Context: an optimization exercise on an open-source flow, tuned for small area, a short achievable clock period and few clock cycles. The choices shown serve that exercise and are no tape-out recipe. Only simulation tests tie the RTL to the original design; equivalence was not proved. Power is estimated from default activity; no workload was simulated.

==> flow/flow/run.sh <==
#!/bin/bash
# Standard synthesis unchanged, then the standard ORFS layout with repair_timing
# aiming for a setup margin against the design's clock (MARGIN ns).
set -e
MARGIN=12.5
bash standard.sh synth > synth.log 2>&1
bash standard.sh SETUP_SLACK_MARGIN=$MARGIN finish > layout.log 2>&1
==> flow/standard.sh <==
#!/bin/bash
# synth_recipe.tcl (not shown) runs the flow's synth.tcl, then flattens the netlist and writes it again
# the make line also repeats each setting of config.mk as NAME=value (left out here)
make -C /OpenROAD-flow-scripts/flow DESIGN_CONFIG=/design/flow/config.mk WORK_HOME=/design/flow/orfs CLKGATE_MAP_FILE= SYNTH_SCRIPT=/design/flow/synth_recipe.tcl "${@:-finish}"
==> flow/config.mk <==
export PLATFORM = sky130hd
export DESIGN_NAME = CPU
export DESIGN_NICKNAME = CPU
export VERILOG_FILES = /design/flow/design.v
export SDC_FILE = /design/flow/constraint.sdc
export NUM_CORES = 4
export LEC_CHECK = 0
export CAP_MARGIN = 20
export CORE_MARGIN = 2
export CORE_UTILIZATION = 30
export CTS_BUF_LIST = sky130_fd_sc_hd__clkbuf_8
export CTS_CLUSTER_DIAMETER = 50
export CTS_CLUSTER_SIZE = 12
export PLACE_DENSITY = 0.35
export SLEW_MARGIN = 20
==> flow/constraint.sdc <==
create_clock -name core_clock -period 18.0 [get_ports {clk}]
set_input_delay 3.6000 -clock core_clock [delete_from_list [all_inputs] [get_ports {clk}]]
set_output_delay 3.6000 -clock core_clock [all_outputs]
set_load 0.01 [all_outputs]
==> flow/design.v <==
module CPU(
    input  wire        clk,
    input  wire        reset,
    output wire [31:0] mem_addr,
    output wire [31:0] mem_wdata,
    output wire        mem_wr,
    input  wire [31:0] mem_rdata
);
    reg  [31:0] rf [0:31];
    reg         rst_q;
    reg  [15:0] mar;         
    reg  [15:0] lf;          
    reg         mwr;
    reg  [31:0] wdata;
    assign mem_addr  = {16'd0, mar};
    assign mem_wdata = wdata;
    assign mem_wr    = mwr;
    reg         s0_f, s1_f, s2_f;      
    reg         s0_ld, s1_ld, s2_ld;   
    reg  [4:0]  s0_rt, s1_rt, s2_rt;   
    reg  [15:0] s1_pc, s2_pc;
    reg  [31:0] ir;          
    reg  [31:0] sel_a, sel_b;    
    reg         e_v;
    reg         e_hz;        
    reg         e_we;
    reg  [4:0]  e_wd;
    reg  [15:0] e_pc;
    reg  [1:0]  e_imm;       
    reg         e_link;      
    reg  [1:0]  e_rsel;      
    reg         e_add;       
    reg         e_sub;
    reg         e_shl, e_sra, e_shvar;
    reg         e_ld, e_st;
    reg         e_br;
    reg  [1:0]  e_bty;       
    reg         e_jmp;       
    reg         e_jr;
    function [31:0] rinit(input [4:0] r);
        rinit = (r == 5'd2 || r == 5'd3) ? 32'd1 : (r == 5'd29) ? 32'd227 : 32'd0;
    endfunction
    integer i;
    reg  [31:0] ra, rb;
    always @* begin
        ra = 32'd0;
        rb = 32'd0;
        for (i = 0; i < 32; i = i + 1) begin
            ra = ra | (rf[i] & {32{sel_a[i]}});
            rb = rb | (rf[i] & {32{sel_b[i]}});
        end
    end
    wire [16:0] pc4 = {1'b0, e_pc} + 17'd4;
    reg  [31:0] immv;
    always @* begin
        case (e_imm)
            2'd1: immv = {{16{ir[15]}}, ir[15:0]};
            2'd2: immv = {ir[15:0], 16'd0};
            2'd3: immv = ir;
            default: immv = e_link ? {15'd0, pc4} : 32'd0;
        endcase
    end
    wire [31:0] va = ra;
    wire [31:0] vb = rb | immv;
    wire [31:0] opb = e_sub ? ~vb : vb;
    wire [31:0] sum = va + opb + {31'd0, e_sub};
    wire        lt  = (va[31] ^ vb[31]) ? va[31] : sum[31];
    wire        eq  = (va == vb);
    wire [31:0] sh_in  = e_shvar ? va : vb;
    wire [4:0]  sh_amt = e_shvar ? vb[4:0] : ir[10:6];
    reg  [31:0] sh_rev;
    always @* for (i = 0; i < 32; i = i + 1) sh_rev[i] = sh_in[31 - i];
    wire [31:0] sh_src = e_shl ? sh_rev : sh_in;
    wire [31:0] sh_r   = $signed({e_sra & sh_in[31], sh_src}) >>> sh_amt;
    reg  [31:0] sh_out;
    always @* for (i = 0; i < 32; i = i + 1) sh_out[i] = e_shl ? sh_r[31 - i] : sh_r[i];
    reg [31:0] e_oth;
    always @* begin
        case (e_rsel)
            2'd1: e_oth = va & vb;
            2'd2: e_oth = {31'd0, lt};
            2'd3: e_oth = sh_out;
            default: e_oth = 32'd0;
        endcase
    end
    wire [31:0] e_res = e_add ? sum : e_oth;
    reg cond;
    always @* begin
        case (e_bty)
            2'd0: cond = eq;
            2'd1: cond = ~eq;
            2'd2: cond = ~lt & ~eq;
            default: cond = lt | eq;
        endcase
    end
    wire e_ok    = e_v & ~e_hz;
    wire e_redir = e_v & (e_hz | e_jmp | e_jr | (e_br & cond));
    wire e_dm    = e_ok & (e_ld | e_st);
    wire [15:0] btgt   = pc4[15:0] + {ir[13:0], 2'b00};
    wire [15:0] e_rtgt = e_hz ? e_pc : e_jr ? va[15:0] : e_br ? btgt : {ir[13:0], 2'b00};
    wire [15:0] daddr  = va[15:0] + ir[15:0];
    wire        wen    = e_ok & e_we;
    always @(posedge clk) rst_q <= reset;
    genvar g;
    generate
        for (g = 0; g < 32; g = g + 1) begin : rfw
            always @(posedge clk)
                if (rst_q | (wen & (e_wd == g))) rf[g] <= e_res | (rst_q ? rinit(g) : 32'd0);
        end
    endgenerate
    wire [31:0] ins = mem_rdata;
    wire [5:0]  op  = ins[31:26];
    wire [4:0]  rs  = ins[25:21];
    wire [4:0]  rt  = ins[20:16];
    wire [4:0]  rd  = ins[15:11];
    wire [5:0]  fn  = ins[5:0];
    wire rtype = (op == 6'd0);
    wire f_add = rtype & (fn == 6'd32);
    wire f_sub = rtype & (fn == 6'd34);
    wire f_and = rtype & (fn == 6'd36);
    wire f_slt = rtype & (fn == 6'd42);
    wire f_srl = rtype & (fn == 6'd0);
    wire f_sll = rtype & (fn == 6'd2);
    wire f_sra = rtype & (fn == 6'd3);
    wire f_sllv = rtype & (fn == 6'd4);
    wire f_srav = rtype & (fn == 6'd7);
    wire f_jr  = rtype & (fn == 6'd8);
    wire o_addi = (op == 6'd8);
    wire o_lui  = (op == 6'd15);
    wire o_beq  = (op == 6'd4);
    wire o_bne  = (op == 6'd5);
    wire o_bgt  = (op == 6'd7);
    wire o_ble  = (op == 6'd6);
    wire o_lw   = (op == 6'd35);
    wire o_sw   = (op == 6'd43);
    wire o_j    = (op == 6'd2);
    wire o_jal  = (op == 6'd3);
    wire o_br   = o_beq | o_bne | o_bgt | o_ble;
    wire r_alu  = f_add | f_sub | f_and | f_slt;
    wire r_sh   = f_srl | f_sll | f_sra | f_sllv | f_srav;
    wire use_rs = r_alu | f_sllv | f_srav | f_jr | o_addi | o_br | o_lw | o_sw;
    wire use_rt = r_alu | r_sh | o_br | o_sw;
    wire we_d   = r_alu | r_sh | o_addi | o_lui | o_jal;    
    wire [4:0] wd_d = (r_alu | r_sh) ? rd : (o_jal ? 5'd31 : rt);
    wire has_dst = we_d | o_lw;
    function conflict(input [4:0] r);
        conflict = (use_rs & (rs == r)) | (use_rt & (rt == r)) | (has_dst & (wd_d == r));
    endfunction
    wire hz = (e_ok & e_ld & conflict(e_wd)) | (s0_ld & conflict(s0_rt)) | (s1_ld & conflict(s1_rt));
    wire d_ins  = s2_f & ~e_redir;
    wire d_ldwb = s2_ld;
    wire d_jump = o_j | o_jal;
    wire p31 = (e_ok & e_ld & (e_wd == 5'd31)) | (s0_ld & (s0_rt == 5'd31)) | (s1_ld & (s1_rt == 5'd31));
    wire d_redir = d_ins & d_jump & ~e_dm & ~(o_jal & p31);
    wire [15:0] d_rtgt = {ins[13:0], 2'b00};
    reg  [15:0] mar_n;
    reg         fetch_n;
    always @* begin
        if (e_redir)      begin mar_n = e_rtgt; fetch_n = 1'b1; end
        else if (e_dm)    begin mar_n = daddr;  fetch_n = 1'b0; end
        else if (d_redir) begin mar_n = d_rtgt; fetch_n = 1'b1; end
        else              begin mar_n = lf + 16'd4; fetch_n = 1'b1; end
    end
    wire squash = e_redir | d_redir;
    always @(posedge clk or posedge reset) begin
        if (reset) begin
            mar  <= 16'd0;
            lf   <= 16'd0;
            mwr  <= 1'b0;
            s0_f <= 1'b1;
            s1_f <= 1'b0;
            s2_f <= 1'b0;
            s0_ld <= 1'b0;
            s1_ld <= 1'b0;
            s2_ld <= 1'b0;
            e_v  <= 1'b0;
            e_add  <= 1'b0;
            e_rsel <= 2'd0;
        end else begin
            mar  <= mar_n;
            if (fetch_n) lf <= mar_n;
            mwr  <= e_ok & e_st;
            s0_f <= fetch_n;
            s1_f <= s0_f & ~squash;
            s2_f <= s1_f & ~squash;
            s0_ld <= e_ok & e_ld;
            s1_ld <= s0_ld;
            s2_ld <= s1_ld;
            e_v  <= d_ldwb | d_ins;
            e_add  <= d_ldwb | ~(f_and | f_slt | r_sh);
            e_rsel <= d_ldwb ? 2'd0 : f_and ? 2'd1 : f_slt ? 2'd2 : r_sh ? 2'd3 : 2'd0;
        end
    end
    always @(posedge clk) begin
        wdata <= vb;
        s0_rt <= e_wd;
        s1_rt <= s0_rt;
        s2_rt <= s1_rt;
        s1_pc <= mar;
        s2_pc <= s1_pc;
        ir    <= mem_rdata;
        e_pc  <= s2_pc;
        e_hz  <= hz & ~d_ldwb;
        for (i = 0; i < 32; i = i + 1) begin
            sel_a[i] <= (rs == i) & ~d_ldwb & ~o_lui & ~o_jal;
            sel_b[i] <= (rt == i) & ~d_ldwb & ~o_addi & ~o_lui & ~o_jal & ~o_lw;
        end
        if (d_ldwb) begin
            e_we <= 1'b1;
            e_wd <= s2_rt;
            e_imm <= 2'd3;
            e_link <= 1'b0;
            e_ld <= 1'b0; e_st <= 1'b0; e_br <= 1'b0; e_jmp <= 1'b0; e_jr <= 1'b0;
            e_sub <= 1'b0;
        end else begin
            e_we  <= we_d;
            e_wd  <= wd_d;
            e_imm <= o_addi ? 2'd1 : o_lui ? 2'd2 : 2'd0;
            e_link <= o_jal;
            e_ld  <= o_lw;
            e_st  <= o_sw;
            e_br  <= o_br;
            e_jmp <= d_jump & (e_dm | (o_jal & p31));
            e_jr  <= f_jr;
            e_sub <= f_sub | f_slt | o_br;
        end
        e_shl   <= f_sll | f_sllv;
        e_sra   <= f_sra | f_srav;
        e_shvar <= f_sllv | f_srav;
        e_bty   <= o_beq ? 2'd0 : o_bne ? 2'd1 : o_bgt ? 2'd2 : 2'd3;
    end
endmodule
==> out/metrics.cfg, run 1 <==
[timing]
worst_slew_margin_rel_pct=2.42
finalWorstSetupSlack_ns=12.30
max_freq_mhz=175
final-hold-violation-count=0
rsz_0062_raised_after_global_routing=true
finalSetupTns_ns=0
final_period_minus_worst_setup_slack_ns=5.70
clock_skew_ns=0.0845
slew_viol_final=0
timing_worst_slew_pin_value_ns=1.46
report.final.setup_viol=0
period_share_pct=31.7

[route]
detail_route.wl_per_cell_um=50.9
postRouteAntennaNets=0
routed-via-count=51600
drt_iter0_drcs=9070
post-route-drc-count=0
drt-pass1-iter-count=8
routed_wirelength_um=384000
viasPerCell=6.85

[final_layout]
layout-drive-gt1-share_pct=21.6
fin_nets=4970
area_delta_synth_final_pct=21.4
final_area_sq_um=71200
postLayoutCoreUtil_pct=36.6
fill_cells=18900

[cts]
clock_transition_at_the_registers_of_the_reported_paths_ns=0.08
htree_num_levels=4
tritoncts.num_buffers=173
number_of_buffers_between_clock_root_and_the_deepest_sink=3
worst_skew_late_latency_ns=1.06
cts.sinks=1280
tritoncts=yes
holdBufCountCts=0
cts_root_buffer=sky130_fd_sc_hd__clkbuf_8

[synthesis]
yosys-top-cells-count=sky130_fd_sc_hd__edfxtp_1, sky130_fd_sc_hd__a22oi_1, sky130_fd_sc_hd__dfxtp_1, sky130_fd_sc_hd__nand4_1
ys_dominant_reg_cell=sky130_fd_sc_hd__edfxtp_1
postSynthAreaPerCell_sq_um=13.0
postSynthRegisterBits=1280
post-synth-top-area-cell=sky130_fd_sc_hd__edfxtp_1
yosys-top-cells-area=sky130_fd_sc_hd__edfxtp_1, sky130_fd_sc_hd__a22oi_1, sky130_fd_sc_hd__dfxtp_1
synth.yosys.seq_area_share_pct=61.6
post-synth-top-count-cell=sky130_fd_sc_hd__edfxtp_1
synth-edff-count=1024
synth.lib_cells_used.distinct=94
yosysWarnings=2
synthCells=4518
asyncSetResetFlopFracSynth_pct=3.36
synth_top_area_share_pct=52.4
synthesis.area_sq_um=58600

[power_and_ir_drop]
vdd_drop_max_mv=0.239
power.density_nw_per_um2=213
power.static_leakage_nw=25.0

[setup_path]
critPathMaxFanout=32
critPathRequiredTime_ns=18.63
cp-start-kind=flop
critPathCaptureType=flop
worst-endpoint-arrival_ns=6.33
critPathKind=reg -> reg

[global_route]
overflow_left_after_global_routing=0
first_global_vias=48400
grt_pass1_wl_um=488000
maximum_number_of_pins_on_one_net_before_global_route_repair=44
initial_antenna_violation_count=27
globalRouteTotalUtil_pct=37.3

[place]
io_buffer_count=82
place_area_sq_um=63300
dpl_worst_slack_ns=9.98
gp_congestion=0.947
post-dp-hpwl_um=233000

[job]
max-cap-violations=0

[run_status]
status=no timing/DRC/antenna violations

[floorplan]
fp-row-count=162
die_x_um=446
core_sq_um=195000
ioPinCount=99
die_h_um=446
initial_core_util_pct=30.1
die-area_sq_um=199000

[min_path]
min_path_type=reg -> reg

flip-flops by register name, indices dropped and copies added (netlist names), 16 cells and up:
name,count
rf,1024
sel_a,32
wdata,32
s1_pc,16
s2_pc,16
lf,16
e_pc,16
sel_b,32
mar,16
ir,32
report_power, final:
part           switching (mW)  internal, mW  leakage [nW]  total, mW
registers                1.22          6.01          12.4       7.24
logic                    3.80          1.52          10.6       5.32
clock network            1.35          1.24          2.01       2.59
worst max-delay path, cell delays in order (launching register included):
cell and delay (ns):
sky130_fd_sc_hd__dfxtp_2 0.86, sky130_fd_sc_hd__buf_6 0.52, sky130_fd_sc_hd__a22oi_1 0.16, sky130_fd_sc_hd__nand4_1 0.20, sky130_fd_sc_hd__nor4_4 0.07, sky130_fd_sc_hd__buf_4 0.19
sky130_fd_sc_hd__buf_4 0.15, sky130_fd_sc_hd__o22ai_1 0.22, sky130_fd_sc_hd__a221oi_2 0.13, sky130_fd_sc_hd__mux2i_1 0.42, sky130_fd_sc_hd__mux2i_1 0.26, sky130_fd_sc_hd__a22oi_1 0.52
sky130_fd_sc_hd__o21ai_0 0.15, sky130_fd_sc_hd__nand2_1 0.08, sky130_fd_sc_hd__o21ai_0 0.30, sky130_fd_sc_hd__o21ai_4 0.97
cell usage in the layout (no fill, tap or decap), types with 19 or more instances in the layout:
cell                              Yosys  routed
sky130_fd_sc_hd__a211oi_1            27      24
sky130_fd_sc_hd__a21o_1              40      36
sky130_fd_sc_hd__a21oi_1            104      90
sky130_fd_sc_hd__a221oi_1           114     100
sky130_fd_sc_hd__a221oi_2            26      34
sky130_fd_sc_hd__a222oi_1            22      22
sky130_fd_sc_hd__a22o_1             117     117
sky130_fd_sc_hd__a22oi_1            806     790
sky130_fd_sc_hd__buf_12               0      56
sky130_fd_sc_hd__buf_4               36     222
sky130_fd_sc_hd__buf_6               52      41
sky130_fd_sc_hd__buf_8                0      20
sky130_fd_sc_hd__clkbuf_8             0     180
sky130_fd_sc_hd__clkdlybuf4s50_1      0      23
sky130_fd_sc_hd__dfrtp_1             42      42
sky130_fd_sc_hd__dfxtp_1            213     142
sky130_fd_sc_hd__dfxtp_2              0      40
sky130_fd_sc_hd__dfxtp_4              0      31
sky130_fd_sc_hd__dlygate4sd2_1        0      45
sky130_fd_sc_hd__edfxtp_1          1024    1024
sky130_fd_sc_hd__ha_1                92      82
sky130_fd_sc_hd__inv_1               77      93
sky130_fd_sc_hd__inv_6                0      24
sky130_fd_sc_hd__mux2i_1             93      90
sky130_fd_sc_hd__nand2_1            199     178
sky130_fd_sc_hd__nand3_1             83      74
sky130_fd_sc_hd__nand4_1            213     213
sky130_fd_sc_hd__nor2_1             199     189
sky130_fd_sc_hd__nor3_1              37      32
sky130_fd_sc_hd__nor4_1              55      19
sky130_fd_sc_hd__nor4_2               5      26
sky130_fd_sc_hd__o21ai_0            101      65
sky130_fd_sc_hd__o21ai_4              0      29
sky130_fd_sc_hd__o22ai_1             22      22
sky130_fd_sc_hd__xnor2_1             92      87
sky130_fd_sc_hd__xor2_1              66      61
logic make-up (layout without fill, tap and decap cells):
kind of cell,Yosys count,after routing,synth area share (%)
AOI/OAI and AO/OA,1564,1574,20.4
muxes,117,117,2.17
xor gates and xnor gates,158,158,2.36
and+or+nand+nor,903,903,7.87
adders and majority gates,95,95,2.07
other,1,32,0.00640
DFF,1280,1280,61.6
buffers and inverters,400,829,3.58
routing by layer:
layer	GRT usage [%]	part of all wire [%]
met2	56.0	43
met5	0	0.027
met1	46.2	38
met3	12.4	12
met4	22.7	7.6
cell type report:
class / count / area (sq um) / share of cell area (%)
Sequential cell: 1280 / 36300 / 50.9
Clock inverter: 127 / 1400 / 1.96
Clock buffer: 179 / 2460 / 3.46
Tap cell: 2542 / 3180 / 4.47
Timing Repair Buffer: 445 / 4990 / 7.01
Inverter: 78 / 298 / 0.418
Multi-Input combinational cell: 2863 / 22500 / 31.7
Antenna cell: 16 / 40.0 / 0.0563
final timing paths:
check                           startpoint  slack (ns)         end  cells after the start
worst max-delay path             sel_a[11]       12.30  rf[15][17]                     15
worst min-delay path              s1_pc[4]        0.32    s2_pc[4]                      0
worst max register to register   sel_a[11]       12.30  rf[15][17]                     15
worst min register to register    s1_pc[4]        0.32    s2_pc[4]                      0
max in group asynchronous            reset       14.39         e_v                      3
min in group asynchronous            reset        3.12       e_add                      3
through the flow:
step           instances  power [mW]  hold slack (ns)
2_1_floorplan       4533        8.71            0.310
3_3_place_gp        7047        11.8            0.310
3_5_place_dp        7048        11.6            0.312
4_1_cts             7446        14.7            0.319
5_1_grt             7519        15.5            0.331
6_report            7530        15.1            0.318
repair_timing:
action / in CTS / in global routing
pin swaps: 64 / 56
buffers inserted: 77 / 60
endpoints found under the setup margin: 1123 / 556
gates resized for setup: 423 / 142
cloned: 15 / 6
Testbench counts, summed over its fixed seeds: cycles 25,639.
==> inputs of run 2 (changes only) <==
--- a/flow/config.mk
+++ b/flow/config.mk
@@ -5,11 +5,11 @@
 export SDC_FILE = /design/flow/constraint.sdc
 export NUM_CORES = 4
 export LEC_CHECK = 0
-export CAP_MARGIN = 20
+export CAP_MARGIN = 35
 export CORE_MARGIN = 2
 export CORE_UTILIZATION = 30
 export CTS_BUF_LIST = sky130_fd_sc_hd__clkbuf_8
 export CTS_CLUSTER_DIAMETER = 50
 export CTS_CLUSTER_SIZE = 12
 export PLACE_DENSITY = 0.35
-export SLEW_MARGIN = 20
+export SLEW_MARGIN = 35
==> run 2 against run 1 <==
Still clean. Synthesized area unchanged. Critical path depth up 6. Critical endpoint is now mar[11]. Register-to-register slack better by 0.19 ns. Maximum frequency up 3.5%. Combinational power down 4%. Largest power group unchanged. Synthesized cell count unchanged. Setup slack better by 0.19 ns. First-iteration DRC count down 0.44%. Sequential share of layout area up 0.25 points. Die area unchanged.
==> out/metrics.cfg, run 2 <==
[run_status]
status=no timing/DRC/antenna violations  ; unchanged

[final_layout]
largest_register_ff_count=1024  ; unchanged
postLayoutCoreUtil_pct=36.4  ; was 36.6%
final_area_sq_um=70800  ; was 71,200 sq um
layout-drive-gt1-share_pct=21.4  ; was 21.6%
mostFrequentLayoutCells=sky130_fd_sc_hd__edfxtp_1, sky130_fd_sc_hd__a22oi_1, sky130_fd_sc_hd__nand4_1  ; was sky130_fd_sc_hd__edfxtp_1, sky130_fd_sc_hd__a22oi_1, sky130_fd_sc_hd__buf_4
mostFrequentLayoutCell=sky130_fd_sc_hd__edfxtp_1  ; unchanged
area_delta_synth_final_pct=20.8  ; was 21.4%
fin_nets=4962  ; was 4,970
register_bank_with_the_most_flops=rf  ; unchanged
fill_cells=18900  ; about the same

[timing]
timing_worst_slew_pin_value_ns=1.01  ; was 1.46 ns
final-hold-violation-count=0  ; unchanged
final_period_minus_worst_setup_slack_ns=5.51  ; was 5.70 ns
finalSetupTns_ns=0  ; unchanged
slew_viol_final=0  ; unchanged
report.final.setup_viol=0  ; unchanged
rsz_0062_raised_after_global_routing=true  ; unchanged
period_share_pct=30.6  ; was 31.7%
worst_slew_margin_rel_pct=32.4  ; was 2.42%
max_freq_mhz=181  ; was 175 MHz
clock_skew_ns=0.0646  ; was 0.0845 ns

[global_route]
grt_pass1_wl_um=483000  ; was 488,000 um
maximum_number_of_pins_on_one_net_before_global_route_repair=44  ; unchanged
globalRouteTotalUtil_pct=36.8  ; was 37.3%
overflow_left_after_global_routing=0  ; unchanged
initial_antenna_violation_count=28  ; was 27
first_global_vias=48200  ; was 48,400

[cts]
cts.sinks=1280  ; unchanged
htree_num_levels=4  ; unchanged
number_of_buffers_between_clock_root_and_the_deepest_sink=3  ; unchanged
worst_skew_late_latency_ns=1.02  ; was 1.06 ns
cts_root_buffer=sky130_fd_sc_hd__clkbuf_8  ; unchanged
tritoncts=yes  ; unchanged
clock_transition_at_the_registers_of_the_reported_paths_ns=0.08  ; about the same
tritoncts.num_buffers=174  ; was 173

[synthesis]
synth_simple_gate_area_share_pct=7.87  ; unchanged
synth-edff-count=1024  ; unchanged
postSynthRegisterBits=1280  ; unchanged
main_combinational_cell_family_by_area_after_synthesis=compound AO/OA/AOI/OAI gates  ; unchanged
synth_area_in_compound_gates_pct=20.4  ; unchanged
synth.yosys.seq_area_share_pct=61.6  ; unchanged
post-synth-top-count-cell=sky130_fd_sc_hd__edfxtp_1  ; unchanged
post-synth-top-area-cell=sky130_fd_sc_hd__edfxtp_1  ; unchanged
yosys.area_share.adder_pct=2.07  ; unchanged
yosys-top-cells-count=sky130_fd_sc_hd__edfxtp_1, sky130_fd_sc_hd__a22oi_1, sky130_fd_sc_hd__dfxtp_1, sky130_fd_sc_hd__nand4_1  ; unchanged
postSynthAreaPerCell_sq_um=13.0  ; unchanged
ys_dominant_reg_cell=sky130_fd_sc_hd__edfxtp_1  ; unchanged
synth.lib_cells_used.distinct=94  ; unchanged
yosys-top-cells-area=sky130_fd_sc_hd__edfxtp_1, sky130_fd_sc_hd__a22oi_1, sky130_fd_sc_hd__dfxtp_1  ; unchanged
synthCells=4518  ; unchanged
yosysWarnings=2  ; unchanged
synthesis.area_sq_um=58600  ; unchanged
synth_top_area_share_pct=52.4  ; unchanged
post_synth_xor_area_fraction_pct=2.36  ; unchanged
synthMuxAreaShare_pct=2.17  ; unchanged
asyncSetResetFlopFracSynth_pct=3.36  ; unchanged

[route]
routed_wirelength_um=377000  ; was 384,000 um
post-route-drc-count=0  ; unchanged
detail_route.wl_per_cell_um=50.1  ; was 50.9 um
drt-pass1-iter-count=14  ; was 8
viasPerCell=6.81  ; was 6.85
postRouteAntennaNets=0  ; unchanged
routed-via-count=51200  ; was 51,600
drt_iter0_drcs=9030  ; was 9,070

[place]
post-dp-hpwl_um=234000  ; was 233,000 um
gp_congestion=0.947  ; unchanged
place_area_sq_um=63600  ; was 63,300 sq um
io_buffer_count=82  ; unchanged

[floorplan]
initial_core_util_pct=30.1  ; unchanged
die-area_sq_um=199000  ; unchanged
fp-row-count=162  ; unchanged
die_x_um=446  ; unchanged
die_h_um=446  ; unchanged
ioPinCount=99  ; unchanged
core_sq_um=195000  ; unchanged

[power_and_ir_drop]
power.static_leakage_nw=24.8  ; was 25.0 nW
power.density_nw_per_um2=209  ; was 213 nW/um^2
vdd_drop_max_mv=0.160  ; was 0.239 mV

[setup_path]
worstReg2RegStart=sel_a[10]  ; was sel_a[11]
critPathKind=reg -> reg  ; unchanged
worst-endpoint-arrival_ns=6.36  ; was 6.33 ns
cp-start-kind=flop  ; unchanged
critPathCaptureType=flop  ; unchanged
critPathRequiredTime_ns=18.85  ; was 18.63 ns
r2r_slack_ns=12.49  ; was 12.30 ns
timing.rr.end=mar[11]  ; was rf[15][17]
worst-r2r-cell-count=21  ; was 15
critPathMaxFanout=25  ; was 32

[min_path]
worst_hold_startpoint=s1_pc[12]  ; was s1_pc[4]
hold_path_end=s2_pc[12]  ; was s2_pc[4]
hold_path_depth=0  ; unchanged
min_path_type=reg -> reg  ; unchanged

[job]
max-cap-violations=0  ; unchanged

-- run 2: cell families (layout without fill, tap and decap cells) --
kind of cell,after synthesis,after routing
other,1,25
adder cells (fa/ha/maj),95,95
buffers and inverters,400,833
AND/OR/NAND/NOR,903,903
multiplexers,117,117
flip-flops,1280,1280
XOR/XNOR,158,158
AO/OA/AOI/OAI,1564,1567
-- run 2: through the flow --
step           hold WS [ns]  instances  worst slack (ns)  total power [mW]
3_3_place_gp          0.310       7047             10.02              11.8
6_report              0.326       7520             12.49              14.8
3_5_place_dp          0.312       7059              9.98              11.7
5_1_grt               0.326       7512             12.41              15.3
4_1_cts               0.326       7453             12.48              14.5
2_1_floorplan         0.310       4533             12.51              8.71
-- run 2: how the worst max path moves through the flow --
stage	startpoint	end	depth (start not counted)
floorplan	mem_rdata[31]	mar[10]	10
global placement	e_imm[0]	rf[0][28]	19
detailed placement	e_imm[0]	rf[6][28]	19
CTS	sel_b[23]	rf[8][28]	21
global route	sel_b[3]	mar[11]	22
finish	sel_a[10]	mar[11]	21
-- run 2: timing repair --
action / 4_1_cts / 5_1_grt
pin swaps: 54 / 69
gates cloned: 9 / 4
gates resized for setup: 382 / 162
endpoints found under the setup margin: 1123 / 632
hold buffers: 0 / 0
setup buffers: 73 / 54
-- run 2: area by class of cell --
type | instances | area, sq um | area share, %
flip-flops and latches | 1280 | 36300 | 51.2
multi-input cells | 2856 | 22500 | 31.7
repair buffers | 443 | 4930 | 6.96
well taps | 2542 | 3180 | 4.49
clock buffers | 178 | 2450 | 3.46
clock inverters | 134 | 1230 | 1.73
inverters | 78 | 298 | 0.420
diodes | 9 | 22.5 | 0.0318
-- run 2: worst max-delay path, stage by stage (launching register included) --
cell	delay, ns
sky130_fd_sc_hd__dfxtp_2	0.49
sky130_fd_sc_hd__buf_6	0.36
sky130_fd_sc_hd__a22oi_1	0.30
sky130_fd_sc_hd__nand4_1	0.19
sky130_fd_sc_hd__nor4_4	0.43
sky130_fd_sc_hd__buf_6	0.23
sky130_fd_sc_hd__inv_1	0.10
sky130_fd_sc_hd__ha_1	0.30
sky130_fd_sc_hd__a21o_1	0.20
sky130_fd_sc_hd__a21o_1	0.18
sky130_fd_sc_hd__a21o_1	0.17
sky130_fd_sc_hd__a221o_1	0.32
sky130_fd_sc_hd__a41oi_2	0.26
sky130_fd_sc_hd__nand3_2	0.13
sky130_fd_sc_hd__xnor2_2	0.24
sky130_fd_sc_hd__o31a_1	0.34
sky130_fd_sc_hd__nor3_2	0.09
sky130_fd_sc_hd__a221oi_4	0.30
sky130_fd_sc_hd__buf_12	0.17
sky130_fd_sc_hd__buf_16	0.15
sky130_fd_sc_hd__mux2i_4	0.23
sky130_fd_sc_hd__o21ai_0	0.11
-- run 2: per-layer routing --
metal | vias to the layer above | track usage, % | routed length [um]
met5 | - | 0 | 92
met4 | 14 | 22.4 | 29400
met3 | 1349 | 11.5 | 42700
met2 | 4355 | 55.7 | 162000
met1 | 26400 | 45.9 | 142000
li1 | 19200 | - | -
-- run 2: report_power, final --
part / leakage (nW) / internal [mW] / switching (mW)
clock network: 1.88 / 1.15 / 1.34
logic: 10.5 / 1.51 / 3.61
registers: 12.4 / 6.00 / 1.22
total: 24.8 / 8.66 / 6.17
==> inputs of run 3 (changes only) <==
--- a/flow/config.mk
+++ b/flow/config.mk
@@ -7,9 +7,9 @@
 export LEC_CHECK = 0
 export CAP_MARGIN = 35
 export CORE_MARGIN = 2
-export CORE_UTILIZATION = 30
+export CORE_UTILIZATION = 45
 export CTS_BUF_LIST = sky130_fd_sc_hd__clkbuf_8
 export CTS_CLUSTER_DIAMETER = 50
 export CTS_CLUSTER_SIZE = 12
-export PLACE_DENSITY = 0.35
+export PLACE_DENSITY = 0.55
 export SLEW_MARGIN = 35
==> run 3 against run 2 <==
Count of clock-buffer cells in the layout is 18 lower. Final area is 2.3% lower. Sequential cell count stayed put. Clock skew is 0.012 ns higher. Utilization is 17 points higher. Register-to-register slack worse by 0.13 ns. Final cell count is 11% lower.
==> out/metrics.cfg, run 3 <==
[setup_path]
r2r_slack_ns=12.36  ; was 12.49 ns
slowest_stage=sky130_fd_sc_hd__nor4_1  ; was sky130_fd_sc_hd__dfxtp_2
critPathRequiredTime_ns=18.81  ; was 18.85 ns
crit_chain=buf_6, buf_16, buf_4, a22oi_1, nand4_1, nor4_1, buf_4, inv_1, ha_1, nor4_1, nand4_1, or2_2, nand2_1, o31a_1, nor3_2, a221oi_4, buf_12, bufbuf_16, mux2i_1, o21bai_1  ; was buf_6, a22oi_1, nand4_1, nor4_4, buf_6, inv_1, ha_1, a21o_1, a21o_1, a21o_1, a221o_1, a41oi_2, nand3_2, xnor2_2, o31a_1, nor3_2, a221oi_4, buf_12, buf_16, mux2i_4, o21ai_0
critPathKind=reg -> reg  ; unchanged
worst-endpoint-arrival_ns=6.45  ; was 6.36 ns
critPathMaxFanout=21  ; was 25
critPathCaptureType=flop  ; unchanged
cp-start-kind=flop  ; unchanged
worst_path_largest_cell_delay_ns=0.87  ; was 0.49 ns

[final_layout]
mostFrequentLayoutCell=sky130_fd_sc_hd__edfxtp_1  ; unchanged
final_area_sq_um=69200  ; was 70,800 sq um
seqCellArea_sq_um=36300  ; about the same
fill_cells=11000  ; was 18,900
fin_nets=4988  ; was 4,962
area_delta_synth_final_pct=18.0  ; was 20.8%
register_bank_with_the_most_flops=rf  ; unchanged
layout-drive-gt1-share_pct=21.1  ; was 21.4%
largest_register_ff_count=1024  ; unchanged
combined_area_of_the_multi_input_logic_cells_sq_um=22300  ; was 22,500 sq um
mostFrequentLayoutCells=sky130_fd_sc_hd__edfxtp_1, sky130_fd_sc_hd__a22oi_1, sky130_fd_sc_hd__buf_4  ; was sky130_fd_sc_hd__edfxtp_1, sky130_fd_sc_hd__a22oi_1, sky130_fd_sc_hd__nand4_1

[timing]
period_share_pct=31.3  ; was 30.6%
rsz_0062_raised_after_global_routing=true  ; unchanged
holdWs_ns=0.315  ; was 0.326 ns
max_freq_mhz=177  ; was 181 MHz
final_period_minus_worst_setup_slack_ns=5.64  ; was 5.51 ns
final-hold-violation-count=0  ; unchanged
slew_viol_final=0  ; unchanged
timing_worst_slew_pin_value_ns=1.12  ; was 1.01 ns
report.final.setup_viol=0  ; unchanged
worst_slew_margin_rel_pct=25.0  ; was 32.4%
finalWorstSetupSlack_ns=12.36  ; was 12.49 ns
clock_skew_ns=0.0770  ; was 0.0646 ns
finalSetupTns_ns=0  ; unchanged

[route]
post-route-drc-count=0  ; unchanged
drt-pass1-iter-count=17  ; was 14
drt_iter0_drcs=12600  ; was 9,030
detail_route.wl_per_cell_um=47.5  ; was 50.1 um
routed_wirelength_um=319000  ; was 377,000 um
routed-via-count=52400  ; was 51,200
postRouteAntennaNets=0  ; unchanged
viasPerCell=7.80  ; was 6.81

[job]
max-cap-violations=0  ; unchanged

[synthesis]
synthesis.area_sq_um=58600  ; unchanged
synth-edff-count=1024  ; unchanged
synth.lib_cells_used.distinct=94  ; unchanged
ys_dominant_reg_cell=sky130_fd_sc_hd__edfxtp_1  ; unchanged
synth_top_area_share_pct=52.4  ; unchanged
post-synth-top-count-cell=sky130_fd_sc_hd__edfxtp_1  ; unchanged
yosys-top-cells-area=sky130_fd_sc_hd__edfxtp_1, sky130_fd_sc_hd__a22oi_1, sky130_fd_sc_hd__dfxtp_1  ; unchanged
postSynthAreaPerCell_sq_um=13.0  ; unchanged
yosysWarnings=2  ; unchanged
postSynthRegisterBits=1280  ; unchanged
synthCells=4518  ; unchanged
synth.yosys.seq_area_share_pct=61.6  ; unchanged
asyncSetResetFlopFracSynth_pct=3.36  ; unchanged
yosys-top-cells-count=sky130_fd_sc_hd__edfxtp_1, sky130_fd_sc_hd__a22oi_1, sky130_fd_sc_hd__dfxtp_1, sky130_fd_sc_hd__nand4_1  ; unchanged
post-synth-top-area-cell=sky130_fd_sc_hd__edfxtp_1  ; unchanged

[cts]
clock_transition_at_the_registers_of_the_reported_paths_ns=0.08  ; about the same
worst_skew_late_latency_ns=0.95  ; was 1.02 ns
htree_num_levels=4  ; unchanged
cts_root_buffer=sky130_fd_sc_hd__clkbuf_8  ; unchanged
cts.sinks=1280  ; unchanged
number_of_buffers_between_clock_root_and_the_deepest_sink=3  ; unchanged
tritoncts=yes  ; unchanged
tritoncts.num_buffers=150  ; was 174

[power_and_ir_drop]
vdd_drop_max_mv=0.235  ; was 0.160 mV
power.switching_fraction_pct=40.7  ; was 41.6%
power.internal_mw=8.44  ; was 8.66 mW
switching_power_mw=5.78  ; was 6.17 mW
part_of_the_power_in_registers_pct=50.7  ; was 48.7%
power.static_leakage_nw=24.6  ; was 24.8 nW
comb_power_share_pct=34.7  ; was 34.6%
pwr-share-clk_pct=14.6  ; was 16.8%
power.total_mw=14.2  ; was 14.8 mW
power.density_nw_per_um2=205  ; was 209 nW/um^2

[min_path]
min_path_type=reg -> reg  ; unchanged

[global_route]
grt_pass1_wl_um=419000  ; was 483,000 um
initial_antenna_violation_count=23  ; was 28
first_global_vias=47900  ; was 48,200
maximum_number_of_pins_on_one_net_before_global_route_repair=44  ; unchanged
globalRouteTotalUtil_pct=46.7  ; was 36.8%
overflow_left_after_global_routing=0  ; unchanged

[place]
place_area_sq_um=62300  ; was 63,600 sq um
io_buffer_count=82  ; unchanged
post-dp-hpwl_um=193000  ; was 234,000 um
dpl_worst_slack_ns=10.84  ; was 9.98 ns
gp_congestion=1.05  ; was 0.947

[floorplan]
die-area_sq_um=133000  ; was 199,000 sq um
fp-row-count=132  ; was 162
die_h_um=365  ; was 446 um
ioPinCount=99  ; unchanged
initial_core_util_pct=45.3  ; was 30.1%
core_sq_um=129000  ; was 195,000 sq um
die_x_um=365  ; was 446 um

[run_status]
status=no timing/DRC/antenna violations  ; unchanged

run 3: changes by cell type in the layout (fill, tap and decap cells not counted), moves of 18 or more:
cell                              before  now
sky130_fd_sc_hd__buf_12               38   62
sky130_fd_sc_hd__dlygate4sd2_1        53   11
sky130_fd_sc_hd__clkdlybuf4s50_1      23   66
sky130_fd_sc_hd__buf_8                33   12
sky130_fd_sc_hd__buf_4               212  275
sky130_fd_sc_hd__inv_6                29   11
sky130_fd_sc_hd__nand2_2               3   21
run 3: worst paths after layout:
check | to | cells after the start | from
setup / recovery | lf[14] | 20 | sel_a[14]
hold / removal | e_pc[14] | 0 | s2_pc[14]
setup reg to reg | lf[14] | 20 | sel_a[14]
hold reg to reg | e_pc[14] | 0 | s2_pc[14]
max in group asynchronous | mar[7] | 2 | reset
min in group asynchronous | s0_ld | 2 | reset
run 3: cell type report:
class	count	area share, %
diodes	20	0.0723
clock buffers	160	3.18
clock inverters	89	1.02
inverters	78	0.432
multi-input cells	2857	32.2
flip-flops and latches	1280	52.4
well taps	1742	3.15
repair buffers	491	7.55
repair inverters	1	0.00723
run 3: routing by layer:
| metal | part of all wire, % | global-route usage, % |
|---|---|---|
| met1 | 33 | 55.3 |
| met2 | 39 | 63.9 |
| met3 | 17 | 25.6 |
| met4 | 9.8 | 32.2 |
| met5 | 0.36 | 4.39 |
run 3: stage by stage:
stage	instances	util, %
floorplan	4533	-
global placement	6250	48.0
CTS	6565	51.8
global route	6703	53.4
finish	6718	53.5
detailed placement	6253	48.1
run 3: cells by family after synthesis:
group           after synthesis  share of synthesized area, %
buf+inv                     400                          3.58
flops                      1280                          61.6
simple gates                903                          7.87
fa+ha+maj                    95                          2.07
mux                         117                          2.17
other cells                   1                       0.00640
compound gates             1564                          20.4
xor+xnor                    158                          2.36
run 3: critical path: cells and delay by family (launching register included):
family	cells	cell delay (ns)
AO/OA/AOI/OAI	4	0.78
adder cells (fa/ha/maj)	1	0.29
buffers and inverters	7	1.49
flip-flops	1	0.33
multiplexers	1	0.30
AND/OR/NAND/NOR	7	2.25
run 3: power groups by stage:
| stage | combinational [mW] | sequential [mW] | clock, mW |
|---|---|---|---|
| 2_1_floorplan | 2.10 | 6.62 | 0 |
| 3_3_place_gp | 4.04 | 7.21 | 0 |
| 3_5_place_dp | 4.08 | 7.11 | 0 |
| 4_1_cts | 4.46 | 7.07 | 2.08 |
| 5_1_grt | 5.10 | 7.22 | 2.19 |
| 6_report | 4.93 | 7.22 | 2.08 |
run 3: what timing repair did:
item,CTS,global route
setup buffers,58,122
hold buffers,0,0
pin swaps,48,71
resized for setup,289,183
gates cloned,5,7
setup endpoints to repair,977,673
==> inputs of run 4 (changes only) <==
==> flow/flow/run.sh (replaced) <==
#!/bin/bash
# Standard synthesis unchanged, then the standard ORFS layout with repair_timing
# aiming for a setup margin against the design's clock (MARGIN ns), and CTS
# without dummy clock loads (same clustering and buffer as config.mk).
set -e
MARGIN=12.5
CTS="-sink_clustering_enable -repair_clock_nets -sink_clustering_size 12 -sink_clustering_max_diameter 50 -buf_list sky130_fd_sc_hd__clkbuf_8 -dont_use_dummy_load"
bash standard.sh synth > synth.log 2>&1
bash standard.sh SETUP_SLACK_MARGIN=$MARGIN "CTS_ARGS=$CTS" finish > layout.log 2>&1
--- a/flow/config.mk
+++ b/flow/config.mk
@@ -7,9 +7,10 @@
 export LEC_CHECK = 0
 export CAP_MARGIN = 35
 export CORE_MARGIN = 2
-export CORE_UTILIZATION = 45
+export CORE_UTILIZATION = 30
 export CTS_BUF_LIST = sky130_fd_sc_hd__clkbuf_8
 export CTS_CLUSTER_DIAMETER = 50
 export CTS_CLUSTER_SIZE = 12
-export PLACE_DENSITY = 0.55
+export PLACE_DENSITY = 0.35
 export SLEW_MARGIN = 35
+export TNS_END_PERCENT = 0
==> run 4 against run 3 <==
Combinational power increased by 3%. Worst hold slack got worse by 0.026 ns. Count of clock-buffer cells in the layout increased by 16. Non-clock buffer count decreased by 79. Global-route usage decreased by 10 points. Sequential share of layout area increased by 0.36 points. Via count decreased by 4.1%. Utilization decreased by 18 points. Sequential power decreased by 0.7%. Final cell count increased by 9.5%. Critical endpoint is now rf[6][31]. Largest power group unchanged.
==> out/metrics.cfg, run 4 <==
[route]
postRouteAntennaNets=0  ; unchanged
detail_route.wl_per_cell_um=50.4  ; was 47.5 um
drt_iter0_drcs=8685  ; was 12,600
routed_wirelength_um=371000  ; was 319,000 um
post-route-drc-count=0  ; unchanged
routed-via-count=50300  ; was 52,400
viasPerCell=6.83  ; was 7.80
drt-pass1-iter-count=10  ; was 17

[timing]
final-hold-violation-count=0  ; unchanged
slew_viol_final=0  ; unchanged
finalSetupTns_ns=0  ; unchanged
holdWs_ns=0.288  ; was 0.315 ns
report.final.setup_viol=0  ; unchanged
max_freq_mhz=173  ; was 177 MHz
rsz_0062_raised_after_global_routing=true  ; unchanged
clock_skew_ns=0.0998  ; was 0.0770 ns
worst_slew_margin_rel_pct=31.4  ; was 25.0%
timing_worst_slew_pin_value_ns=1.03  ; was 1.12 ns
final_period_minus_worst_setup_slack_ns=5.79  ; was 5.64 ns
period_share_pct=32.1  ; was 31.3%

[setup_path]
worstReg2RegStart=sel_b[8]  ; was sel_a[14]
critPathMaxFanout=32  ; was 21
worst-endpoint-arrival_ns=6.42  ; was 6.45 ns
cp-start-kind=flop  ; unchanged
crit_chain=buf_12, a222oi_1, o21ai_1, nor2_2, nand2_2, o21bai_4, buf_4, mux2i_1, mux2i_1, a21oi_1, a221oi_2, a31oi_1, a221o_2  ; was buf_6, buf_16, buf_4, a22oi_1, nand4_1, nor4_1, buf_4, inv_1, ha_1, nor4_1, nand4_1, or2_2, nand2_1, o31a_1, nor3_2, a221oi_4, buf_12, bufbuf_16, mux2i_1, o21bai_1
worstSetupStartpoint=sel_b[8]  ; was sel_a[14]
worst_path_largest_cell_delay_ns=0.81  ; was 0.87 ns
worst-r2r-cell-count=13  ; was 20
r2r_slack_ns=12.21  ; was 12.36 ns
cp_common_cell=sky130_fd_sc_hd__mux2i_1
timing.rr.end=rf[6][31]  ; was lf[14]
critPathKind=reg -> reg  ; unchanged
critPathRequiredTime_ns=18.63  ; was 18.81 ns
critPathCaptureType=flop  ; unchanged
critical-path-top-delay-family=compound AO/OA/AOI/OAI gates  ; was simple AND/OR/NAND/NOR gates
critical_path.n_buffers_inverters=2  ; was 7
slowest_stage=sky130_fd_sc_hd__a221o_2  ; was sky130_fd_sc_hd__nor4_1

[floorplan]
initial_core_util_pct=30.1  ; was 45.3%
die-area_sq_um=199000  ; was 133,000 sq um
core_sq_um=195000  ; was 129,000 sq um
die_x_um=446  ; was 365 um
die_h_um=446  ; was 365 um
ioPinCount=99  ; unchanged
fp-row-count=162  ; was 132

[final_layout]
fin_nets=4931  ; was 4,988
layout-drive-gt1-share_pct=18.5  ; was 21.1%
area_delta_synth_final_pct=17.2  ; was 18.0%
largest_register_ff_count=1024  ; unchanged
final_area_sq_um=68700  ; was 69,200 sq um
mostFrequentLayoutCell=sky130_fd_sc_hd__edfxtp_1  ; unchanged
mostFrequentLayoutCells=sky130_fd_sc_hd__edfxtp_1, sky130_fd_sc_hd__a22oi_1, sky130_fd_sc_hd__nand4_1  ; was sky130_fd_sc_hd__edfxtp_1, sky130_fd_sc_hd__a22oi_1, sky130_fd_sc_hd__buf_4
layoutNonFillerInstCount=7353  ; was 6,718
register_bank_with_the_most_flops=rf  ; unchanged

[synthesis]
postSynthRegisterBits=1280  ; unchanged
post-synth-top-count-cell=sky130_fd_sc_hd__edfxtp_1  ; unchanged
asyncSetResetFlopFracSynth_pct=3.36  ; unchanged
ys_dominant_reg_cell=sky130_fd_sc_hd__edfxtp_1  ; unchanged
yosys-top-cells-area=sky130_fd_sc_hd__edfxtp_1, sky130_fd_sc_hd__a22oi_1, sky130_fd_sc_hd__dfxtp_1  ; unchanged
postSynthAreaPerCell_sq_um=13.0  ; unchanged
synth-edff-count=1024  ; unchanged
synthesis.area_sq_um=58600  ; unchanged
synthCells=4518  ; unchanged
synth.yosys.seq_area_share_pct=61.6  ; unchanged
post-synth-top-area-cell=sky130_fd_sc_hd__edfxtp_1  ; unchanged
synth_top_area_share_pct=52.4  ; unchanged
synth.lib_cells_used.distinct=94  ; unchanged
yosys-top-cells-count=sky130_fd_sc_hd__edfxtp_1, sky130_fd_sc_hd__a22oi_1, sky130_fd_sc_hd__dfxtp_1, sky130_fd_sc_hd__nand4_1  ; unchanged
yosysWarnings=2  ; unchanged

[min_path]
hold_path_end=e_pc[0]  ; was e_pc[14]
worst_hold_startpoint=s2_pc[0]  ; was s2_pc[14]
min_path_type=reg -> reg  ; unchanged
hold_path_depth=0  ; unchanged

[place]
io_buffer_count=82  ; unchanged
dpl.cell_count=7071  ; was 6,253
post-dp-hpwl_um=233000  ; was 193,000 um
gp_congestion=0.941  ; was 1.05
place_area_sq_um=63800  ; was 62,300 sq um

[cts]
clock_transition_at_the_registers_of_the_reported_paths_ns=0.08  ; about the same
holdBufCountCts=0  ; unchanged
tritoncts=yes  ; unchanged
htree_num_levels=4  ; unchanged
cts_root_buffer=sky130_fd_sc_hd__clkbuf_8  ; unchanged
number_of_buffers_between_clock_root_and_the_deepest_sink=3  ; unchanged
worst_skew_late_latency_ns=1.01  ; was 0.95 ns
tritoncts.num_buffers=176  ; was 150
cts.sinks=1280  ; unchanged

[global_route]
overflow_left_after_global_routing=0  ; unchanged
maximum_number_of_pins_on_one_net_before_global_route_repair=44  ; unchanged
globalRouteTotalUtil_pct=36.2  ; was 46.7%
initial_antenna_violation_count=21  ; was 23
first_global_vias=47500  ; was 47,900
grt_pass1_wl_um=476000  ; was 419,000 um

[power_and_ir_drop]
comb_power_share_pct=35.8  ; was 34.7%
power.switching_fraction_pct=40.8  ; was 40.7%
power.internal_mw=8.41  ; was 8.44 mW
part_of_the_power_in_registers_pct=50.4  ; was 50.7%
power.static_leakage_nw=23.7  ; was 24.6 nW
power.density_nw_per_um2=207  ; was 205 nW/um^2
power.total_mw=14.2  ; about the same
pwr-share-clk_pct=13.8  ; was 14.6%
vdd_drop_max_mv=0.143  ; was 0.235 mV
switching_power_mw=5.80  ; was 5.78 mW

[job]
max-cap-violations=0  ; unchanged

[run_status]
status=no timing/DRC/antenna violations  ; unchanged

[run 4: cell counts after synthesis]
Identical to the previous run, type by type.
[run 4: how the worst max path moves through the flow]
stage,endpoint,slack [ns],depth (start not counted)
2_1_floorplan,e_hz,12.25,13
3_3_place_gp,rf[30][30],9.90,18
3_5_place_dp,rf[0][30],10.35,19
6_report,rf[6][31],12.21,13
4_1_cts,rf[31][28],12.33,20
5_1_grt,rf[22][31],12.34,15
[run 4: power groups by stage]
stage / registers (mW) / logic, mW / clock network, mW
after floorplan: 6.62 / 2.10 / 0
after global placement: 7.25 / 4.42 / 0
after detailed placement: 7.11 / 4.54 / 0
after CTS: 7.08 / 4.78 / 1.99
after global routing: 7.22 / 5.30 / 2.10
final: 7.17 / 5.08 / 1.96
[run 4: metrics by stage]
stage,setup WS [ns],util (%)
global placement,9.90,32.5
global route,12.34,35.3
floorplan,12.25,-
finish,12.21,35.3
detailed placement,10.35,32.8
CTS,12.33,34.8
[run 4: cell families (layout without fill, tap and decap cells)]
logic type | Yosys count | in the layout | share of synthesized area, %
AOI/OAI and AO/OA | 1564 | 1565 | 20.4
DFF | 1280 | 1280 | 61.6
and+or+nand+nor | 903 | 903 | 7.87
buffers and inverters | 400 | 666 | 3.58
xor gates and xnor gates | 158 | 158 | 2.36
muxes | 117 | 117 | 2.17
adders and majority gates | 95 | 95 | 2.07
other | 1 | 27 | 0.00640
[run 4: what timing repair did]
action | 4_1_cts | 5_1_grt
gates resized for setup | 253 | 128
endpoints found under the setup margin | 1097 | 722
pin swaps | 37 | 54
gates cloned | 4 | 3
endpoints found under the hold margin | 0 | 0
setup buffers | 48 | 40
[run 4: cell type report]
class | instances | area, sq um
Inverter | 78 | 302
Sequential cell | 1280 | 36200
Multi-Input combinational cell | 2854 | 22100
Antenna cell | 11 | 27.5
Timing Repair Buffer | 412 | 4420
Clock buffer | 176 | 2420
Tap cell | 2542 | 3180
Fill cell | 18900 | 126000
[run 4: per-layer routing]
metal,track usage [%],wire (um)
met1,45.7,143000
met2,55.2,161000
met3,10.0,39500
met4,21.9,27800
met5,0,62
==> inputs of run 5 (changes only) <==
--- a/flow/flow/run.sh
+++ b/flow/flow/run.sh
@@ -3,7 +3,7 @@
 # aiming for a setup margin against the design's clock (MARGIN ns), and CTS
 # without dummy clock loads (same clustering and buffer as config.mk).
 set -e
-MARGIN=12.5
+MARGIN=12.75
 CTS="-sink_clustering_enable -repair_clock_nets -sink_clustering_size 12 -sink_clustering_max_diameter 50 -buf_list sky130_fd_sc_hd__clkbuf_8 -dont_use_dummy_load"
 bash standard.sh synth > synth.log 2>&1
 bash standard.sh SETUP_SLACK_MARGIN=$MARGIN "CTS_ARGS=$CTS" finish > layout.log 2>&1
--- a/flow/config.mk
+++ b/flow/config.mk
@@ -13,4 +13,3 @@
 export CTS_CLUSTER_SIZE = 12
 export PLACE_DENSITY = 0.35
 export SLEW_MARGIN = 35
-export TNS_END_PERCENT = 0
==> run 5 against run 4 <==
First-iteration DRC count is 6.5% higher. Die area stayed put. Worst hold slack better by 0.011 ns. Final cell count is 3.5% higher. Sequential share of layout area is 3.3 points lower.
==> out/metrics.cfg, run 5 <==
[final_layout]
area_delta_synth_final_pct=25.2  ; was 17.2%
fin_nets=5190  ; was 4,931
largest_register_ff_count=1024  ; unchanged
fill_cells=18600  ; was 18,900
layout-drive-gt1-share_pct=25.5  ; was 18.5%
mostFrequentLayoutCell=sky130_fd_sc_hd__edfxtp_1  ; unchanged
mostFrequentLayoutCells=sky130_fd_sc_hd__edfxtp_1, sky130_fd_sc_hd__a22oi_1, sky130_fd_sc_hd__buf_4  ; was sky130_fd_sc_hd__edfxtp_1, sky130_fd_sc_hd__a22oi_1, sky130_fd_sc_hd__nand4_1
register_bank_with_the_most_flops=rf  ; unchanged
postLayoutCoreUtil_pct=37.7  ; was 35.3%

[cts]
cts.sinks=1280  ; unchanged
tritoncts=yes  ; unchanged
tritoncts.num_buffers=172  ; was 176
number_of_buffers_between_clock_root_and_the_deepest_sink=3  ; unchanged
clock_transition_at_the_registers_of_the_reported_paths_ns=0.08  ; about the same
holdBufCountCts=0  ; unchanged
cts_root_buffer=sky130_fd_sc_hd__clkbuf_8  ; unchanged
htree_num_levels=4  ; unchanged
worst_skew_late_latency_ns=1.02  ; was 1.01 ns

[route]
detailroute.wirelength.met2_um=164000  ; was 161,000 um
dr_wl_met3_um=45000  ; was 39,500 um
wl_met1_um=150000  ; was 143,000 um
post-route-drc-count=0  ; unchanged
viasPerCell=6.88  ; was 6.83
drt_iter0_drcs=9250  ; was 8,685
routed-via-count=52400  ; was 50,300
route.top_layer_used=met5  ; unchanged
postRouteAntennaNets=0  ; unchanged
detail_route.wl_per_cell_um=51.7  ; was 50.4 um
routed_wirelength_um=393000  ; was 371,000 um
drt-pass1-iter-count=11  ; was 10

[place]
gp_congestion=0.934  ; was 0.941
post-dp-hpwl_um=237000  ; was 233,000 um
io_buffer_count=82  ; unchanged

[synthesis]
yosys-top-cells-area=sky130_fd_sc_hd__edfxtp_1, sky130_fd_sc_hd__a22oi_1, sky130_fd_sc_hd__dfxtp_1  ; unchanged
postSynthRegisterBits=1280  ; unchanged
post-synth-top-count-cell=sky130_fd_sc_hd__edfxtp_1  ; unchanged
synthMuxAreaShare_pct=2.17  ; unchanged
ys_dominant_reg_cell=sky130_fd_sc_hd__edfxtp_1  ; unchanged
post_synth_xor_area_fraction_pct=2.36  ; unchanged
post-synth-top-area-cell=sky130_fd_sc_hd__edfxtp_1  ; unchanged
yosys-top-cells-count=sky130_fd_sc_hd__edfxtp_1, sky130_fd_sc_hd__a22oi_1, sky130_fd_sc_hd__dfxtp_1, sky130_fd_sc_hd__nand4_1  ; unchanged
synth_area_in_compound_gates_pct=20.4  ; unchanged
synth-edff-count=1024  ; unchanged
synthCells=4518  ; unchanged
synth.yosys.seq_area_share_pct=61.6  ; unchanged
main_combinational_cell_family_by_area_after_synthesis=compound AO/OA/AOI/OAI gates  ; unchanged
postSynthAreaPerCell_sq_um=13.0  ; unchanged
synthesis.area_sq_um=58600  ; unchanged
synth_simple_gate_area_share_pct=7.87  ; unchanged
asyncSetResetFlopFracSynth_pct=3.36  ; unchanged
synth.lib_cells_used.distinct=94  ; unchanged
synth_top_area_share_pct=52.4  ; unchanged
yosysWarnings=2  ; unchanged
yosys.area_share.adder_pct=2.07  ; unchanged

[power_and_ir_drop]
part_of_the_power_in_registers_pct=48.0  ; was 50.4%
power.density_nw_per_um2=207  ; about the same
vdd_drop_max_mv=0.232  ; was 0.143 mV
pwr-share-clk_pct=12.8  ; was 13.8%
power.internal_mw=8.91  ; was 8.41 mW
power.switching_fraction_pct=41.4  ; was 40.8%
comb_power_share_pct=39.3  ; was 35.8%
switching_power_mw=6.28  ; was 5.80 mW
power.static_leakage_nw=25.9  ; was 23.7 nW

[global_route]
first_global_vias=49100  ; was 47,500
grt_pass1_wl_um=502000  ; was 476,000 um
overflow_left_after_global_routing=0  ; unchanged
initial_antenna_violation_count=34  ; was 21
maximum_number_of_pins_on_one_net_before_global_route_repair=44  ; unchanged
globalRouteTotalUtil_pct=38.5  ; was 36.2%

[timing]
slew_viol_final=0  ; unchanged
period_share_pct=30.4  ; was 32.1%
holdWs_ns=0.300  ; was 0.288 ns
final_period_minus_worst_setup_slack_ns=5.47  ; was 5.79 ns
timing_worst_slew_pin_value_ns=1.08  ; was 1.03 ns
rsz_0062_raised_after_global_routing=true  ; unchanged
worst_slew_margin_rel_pct=27.7  ; was 31.4%
report.final.setup_viol=0  ; unchanged
final-hold-violation-count=0  ; unchanged
finalSetupTns_ns=0  ; unchanged
clock_skew_ns=0.124  ; was 0.0998 ns
max_freq_mhz=183  ; was 173 MHz

[job]
max-cap-violations=0  ; unchanged

[setup_path]
cp-start-kind=flop  ; unchanged
critPathRequiredTime_ns=18.69  ; was 18.63 ns
worst-endpoint-arrival_ns=6.16  ; was 6.42 ns
critPathMaxFanout=8  ; was 32
critPathCaptureType=flop  ; unchanged
critPathKind=reg -> reg  ; unchanged

[floorplan]
die_x_um=446  ; unchanged
die-area_sq_um=199000  ; unchanged
die_h_um=446  ; unchanged
ioPinCount=99  ; unchanged
initial_core_util_pct=30.1  ; unchanged
fp-row-count=162  ; unchanged
core_sq_um=195000  ; unchanged

[min_path]
min_path_type=reg -> reg  ; unchanged

[run_status]
status=no timing/DRC/antenna violations  ; unchanged

[run 5: path summary, 6_finish.rpt]
check | end | cells past startpoint | startpoint | slack [ns]
setup / recovery | rf[1][29] | 22 | sel_b[27] | 12.53
hold / removal | s2_pc[1] | 0 | s1_pc[1] | 0.30
setup reg to reg | rf[1][29] | 22 | sel_b[27] | 12.53
hold reg to reg | s2_pc[1] | 0 | s1_pc[1] | 0.30
max in group asynchronous | lf[1] | 3 | reset | 14.35
min in group asynchronous | mar[10] | 3 | reset | 3.15
[run 5: metal layers]
layer	vias to the layer above	GRT usage (%)
met5	-	0
met2	4600	56.7
li1	19500	-
met4	26	25.5
met1	26800	48.4
met3	1436	11.9
[run 5: what timing repair did]
action,4_1_cts,5_1_grt
pin swaps,110,112
gates resized for setup,648,185
endpoints found under the hold margin,0,0
endpoints found under the setup margin,1128,837
setup buffers,234,85
gates cloned,31,9
[run 5: power by group through the flow]
stage                     registers, mW  clock network (mW)  logic [mW]
after floorplan                    6.62                   0        2.10
after global placement             7.35                   0        4.49
after detailed placement           7.18                   0        4.63
after CTS                          7.16                1.98        5.44
after global routing               7.31                2.08        6.18
final                              7.28                1.94        5.96
[run 5: cell type report]
class / count / area [sq um] / area share [%]
sequential: 1280 / 36300 / 49.4
multi-input combinational: 2854 / 23100 / 31.5
tap: 2542 / 3180 / 4.33
inverter: 78 / 305 / 0.416
clock buffer: 172 / 2370 / 3.23
timing repair buffer: 675 / 8130 / 11.1
antenna: 11 / 27.5 / 0.0375
[run 5: cell families after synthesis]
group / after synthesis
compound gates: 1564
xor+xnor: 158
fa+ha+maj: 95
buf+inv: 400
flops: 1280
mux: 117
other cells: 1
simple gates: 903
[run 5: metrics by stage]
step	std cells	power, mW	area (sq um)	setup WS (ns)
floorplan	4533	8.71	58800	12.69
global placement	7050	11.8	63400	10.33
detailed placement	7068	11.8	63900	10.37
CTS	7505	14.6	71500	12.61
global route	7603	15.6	73400	12.53
finish	7612	15.2	73400	12.53
[run 5: worst max-delay path, cell delays in order, from the launching register on]
cell,delay [ns]
sky130_fd_sc_hd__dfxtp_2,0.34
sky130_fd_sc_hd__buf_12,0.14
sky130_fd_sc_hd__buf_16,0.15
sky130_fd_sc_hd__buf_4,0.16
sky130_fd_sc_hd__a22oi_1,0.23
sky130_fd_sc_hd__nand4_1,0.18
sky130_fd_sc_hd__or4_4,0.50
sky130_fd_sc_hd__a211o_4,0.36
sky130_fd_sc_hd__xor2_1,0.15
sky130_fd_sc_hd__ha_1,0.35
sky130_fd_sc_hd__a21o_1,0.18
sky130_fd_sc_hd__a21oi_2,0.21
sky130_fd_sc_hd__o21ai_4,0.12
sky130_fd_sc_hd__a311oi_4,0.38
sky130_fd_sc_hd__or2_4,0.26
sky130_fd_sc_hd__o311ai_4,0.10
sky130_fd_sc_hd__a31o_2,0.30
sky130_fd_sc_hd__a31oi_4,0.18
sky130_fd_sc_hd__xor2_2,0.20
sky130_fd_sc_hd__o221ai_4,0.13
sky130_fd_sc_hd__buf_12,0.20
sky130_fd_sc_hd__buf_12,0.15
sky130_fd_sc_hd__buf_16,0.13
==> inputs of run 6 (changes only) <==
--- a/flow/flow/run.sh
+++ b/flow/flow/run.sh
@@ -3,7 +3,7 @@
 # aiming for a setup margin against the design's clock (MARGIN ns), and CTS
 # without dummy clock loads (same clustering and buffer as config.mk).
 set -e
-MARGIN=12.75
+MARGIN=12.5
 CTS="-sink_clustering_enable -repair_clock_nets -sink_clustering_size 12 -sink_clustering_max_diameter 50 -buf_list sky130_fd_sc_hd__clkbuf_8 -dont_use_dummy_load"
 bash standard.sh synth > synth.log 2>&1
 bash standard.sh SETUP_SLACK_MARGIN=$MARGIN "CTS_ARGS=$CTS" finish > layout.log 2>&1
==> run 6 against run 5 <==
Setup slack lost 0.071 ns. Clock power is essentially flat. Final area shrank 5.3%. Sequential share of layout area grew 2.7 points. Via count shrank 3.4%.
==> out/metrics.cfg, run 6 <==
[run_status]
status=no timing/DRC/antenna violations  ; unchanged

[timing]
max_freq_mhz=180  ; was 183 MHz
timing_worst_slew_pin_value_ns=1.04  ; was 1.08 ns
slew_viol_final=0  ; unchanged
worst_slew_margin_rel_pct=30.4  ; was 27.7%
period_share_pct=30.8  ; was 30.4%
clock_skew_ns=0.101  ; was 0.124 ns
rsz_0062_raised_after_global_routing=true  ; unchanged
finalSetupTns_ns=0  ; unchanged
final_period_minus_worst_setup_slack_ns=5.54  ; was 5.47 ns

[power_and_ir_drop]
power.density_nw_per_um2=206  ; was 207 nW/um^2
power.static_leakage_nw=24.1  ; was 25.9 nW
power.switching_fraction_pct=41.4  ; about the same
part_of_the_power_in_registers_pct=50.5  ; was 48.0%
comb_power_share_pct=35.9  ; was 39.3%
pwr-share-clk_pct=13.6  ; was 12.8%

[setup_path]
r2r_slack_ns=12.46  ; was 12.53 ns
critPathKind=reg -> reg  ; unchanged
critPathRequiredTime_ns=18.62  ; was 18.69 ns
cp-start-kind=flop  ; unchanged
crit_chain=buf_8, buf_16, buf_8, a222oi_1, nand4_1, a211o_4, buf_4, a221oi_1, mux2i_1, a211oi_1, and3_1, a2111oi_0, a21o_1, mux2i_1, o21ai_2, buf_4  ; was buf_12, buf_16, buf_4, a22oi_1, nand4_1, or4_4, a211o_4, xor2_1, ha_1, a21o_1, a21oi_2, o21ai_4, a311oi_4, or2_4, o311ai_4, a31o_2, a31oi_4, xor2_2, o221ai_4, buf_12, buf_12, buf_16
worst-endpoint-arrival_ns=6.16  ; about the same
worst-r2r-cell-count=16  ; was 22
critPathCaptureType=flop  ; unchanged
critPathMaxFanout=32  ; was 8
slowest_stage=sky130_fd_sc_hd__a221oi_1  ; was sky130_fd_sc_hd__or4_4
timing.rr.end=rf[2][2]  ; was rf[1][29]

[route]
detail_route.wl_per_cell_um=51.1  ; was 51.7 um
routed-via-count=50600  ; was 52,400
route.top_layer_used=met5  ; unchanged
wl_met1_um=141000  ; was 150,000 um
post-route-drc-count=0  ; unchanged
postRouteAntennaNets=0  ; unchanged
drt-pass1-iter-count=10  ; was 11
routed_wirelength_um=377000  ; was 393,000 um

[final_layout]
area_delta_synth_final_pct=18.5  ; was 25.2%
layout-drive-gt1-share_pct=19.7  ; was 25.5%
mostFrequentLayoutCell=sky130_fd_sc_hd__edfxtp_1  ; unchanged
register_bank_with_the_most_flops=rf  ; unchanged

[synthesis]
asyncSetResetFlopFracSynth_pct=3.36  ; unchanged
yosysWarnings=2  ; unchanged
ys_dominant_reg_cell=sky130_fd_sc_hd__edfxtp_1  ; unchanged
yosys-top-cells-area=sky130_fd_sc_hd__edfxtp_1, sky130_fd_sc_hd__a22oi_1, sky130_fd_sc_hd__dfxtp_1  ; unchanged
postSynthAreaPerCell_sq_um=13.0  ; unchanged
synth-edff-count=1024  ; unchanged
post-synth-top-count-cell=sky130_fd_sc_hd__edfxtp_1  ; unchanged

[cts]
clock_transition_at_the_registers_of_the_reported_paths_ns=0.07  ; was 0.08 ns
cts_root_buffer=sky130_fd_sc_hd__clkbuf_8  ; unchanged
holdBufCountCts=0  ; unchanged
tritoncts=yes  ; unchanged
tritoncts.num_buffers=174  ; was 172
htree_num_levels=4  ; unchanged
number_of_buffers_between_clock_root_and_the_deepest_sink=3  ; unchanged
cts.sinks=1280  ; unchanged

[min_path]
worst_hold_startpoint=s1_pc[12]  ; was s1_pc[1]
min_path_type=reg -> reg  ; unchanged
hold_path_depth=0  ; unchanged

[global_route]
globalRouteTotalUtil_pct=36.9  ; was 38.5%
overflow_left_after_global_routing=0  ; unchanged
initial_antenna_violation_count=27  ; was 34
first_global_vias=48100  ; was 49,100
grt_pass1_wl_um=483000  ; was 502,000 um

[floorplan]
fp-row-count=162  ; unchanged
die_h_um=446  ; unchanged
die-area_sq_um=199000  ; unchanged
core_sq_um=195000  ; unchanged
die_x_um=446  ; unchanged

[job]
max-cap-violations=0  ; unchanged

[place]
gp_congestion=0.947  ; was 0.934
post-dp-hpwl_um=234000  ; was 237,000 um
io_buffer_count=82  ; unchanged

run 6: cell counts after synthesis:
No cell type changed its count.
run 6: logic make-up after synthesis:
group / after synthesis / share of synthesized area (%)
compound gates: 1564 / 20.4
xor+xnor: 158 / 2.36
fa+ha+maj: 95 / 2.07
buf+inv: 400 / 3.58
flops: 1280 / 61.6
mux: 117 / 2.17
other cells: 1 / 0.00640
simple gates: 903 / 7.87
run 6: power by group through the flow:
stage / combinational, mW / sequential, mW / clock [mW]
6_report: 5.12 / 7.22 / 1.94
5_1_grt: 5.37 / 7.26 / 2.07
4_1_cts: 4.85 / 7.12 / 1.98
3_5_place_dp: 4.53 / 7.15 / 0
3_3_place_gp: 4.46 / 7.31 / 0
2_1_floorplan: 2.10 / 6.62 / 0
run 6: final cells by class:
| cell class | count | share of cell area, % |
|---|---|---|
| clock buffers | 174 | 3.45 |
| multi-input cells | 2855 | 32.1 |
| inverters | 78 | 0.428 |
| diodes | 7 | 0.0252 |
| repair buffers | 448 | 7.22 |
| flip-flops and latches | 1280 | 52.2 |
| well taps | 2542 | 4.58 |
run 6: stage by stage:
step           utilization (%)  hold WS, ns  power [mW]  area, sq um  std cells
2_1_floorplan                -        0.310        8.71        58700       4533
3_3_place_gp              32.5        0.310        11.8        63300       7047
3_5_place_dp              32.7        0.312        11.7        63600       7059
4_1_cts                   35.2        0.313        14.0        68400       7320
5_1_grt                   35.7        0.312        14.7        69500       7380
6_report                  35.7        0.312        14.3        69500       7384
run 6: what timing repair did:
action / 4_1_cts / 5_1_grt
buffers inserted: 77 / 54
pin swaps: 52 / 62
gates resized for setup: 387 / 134
endpoints found under the setup margin: 1110 / 544
gates cloned: 10 / 3
run 6: worst max path at each step:
| stage | startpoint | to | slack [ns] | cells past startpoint |
|---|---|---|---|---|
| finish | sel_b[5] | rf[2][2] | 12.46 | 16 |
| global route | sel_b[20] | lf[14] | 12.48 | 22 |
| CTS | sel_b[23] | rf[27][28] | 12.43 | 21 |
| detailed placement | e_imm[0] | rf[6][28] | 9.98 | 19 |
| global placement | e_imm[0] | rf[0][28] | 10.02 | 19 |
| floorplan | mem_rdata[31] | mar[10] | 12.51 | 10 |
run 6: worst max-delay path, delay by kind of cell, from the launching register on:
| kind | cells | cell delay (ns) |
|---|---|---|
| AOI/OAI and AO/OA | 7 | 2.41 |
| buffers and inverters | 5 | 1.05 |
| DFF | 1 | 0.32 |
| and+or+nand+nor | 2 | 0.45 |
| muxes | 2 | 0.86 |
run 6: routing by layer:
metal | track usage [%] | up-vias
met2 | 55.8 | 4321
li1 | - | 19000
met5 | 0 | -
met4 | 22.4 | 18
met3 | 12.2 | 1363
met1 | 45.6 | 25900
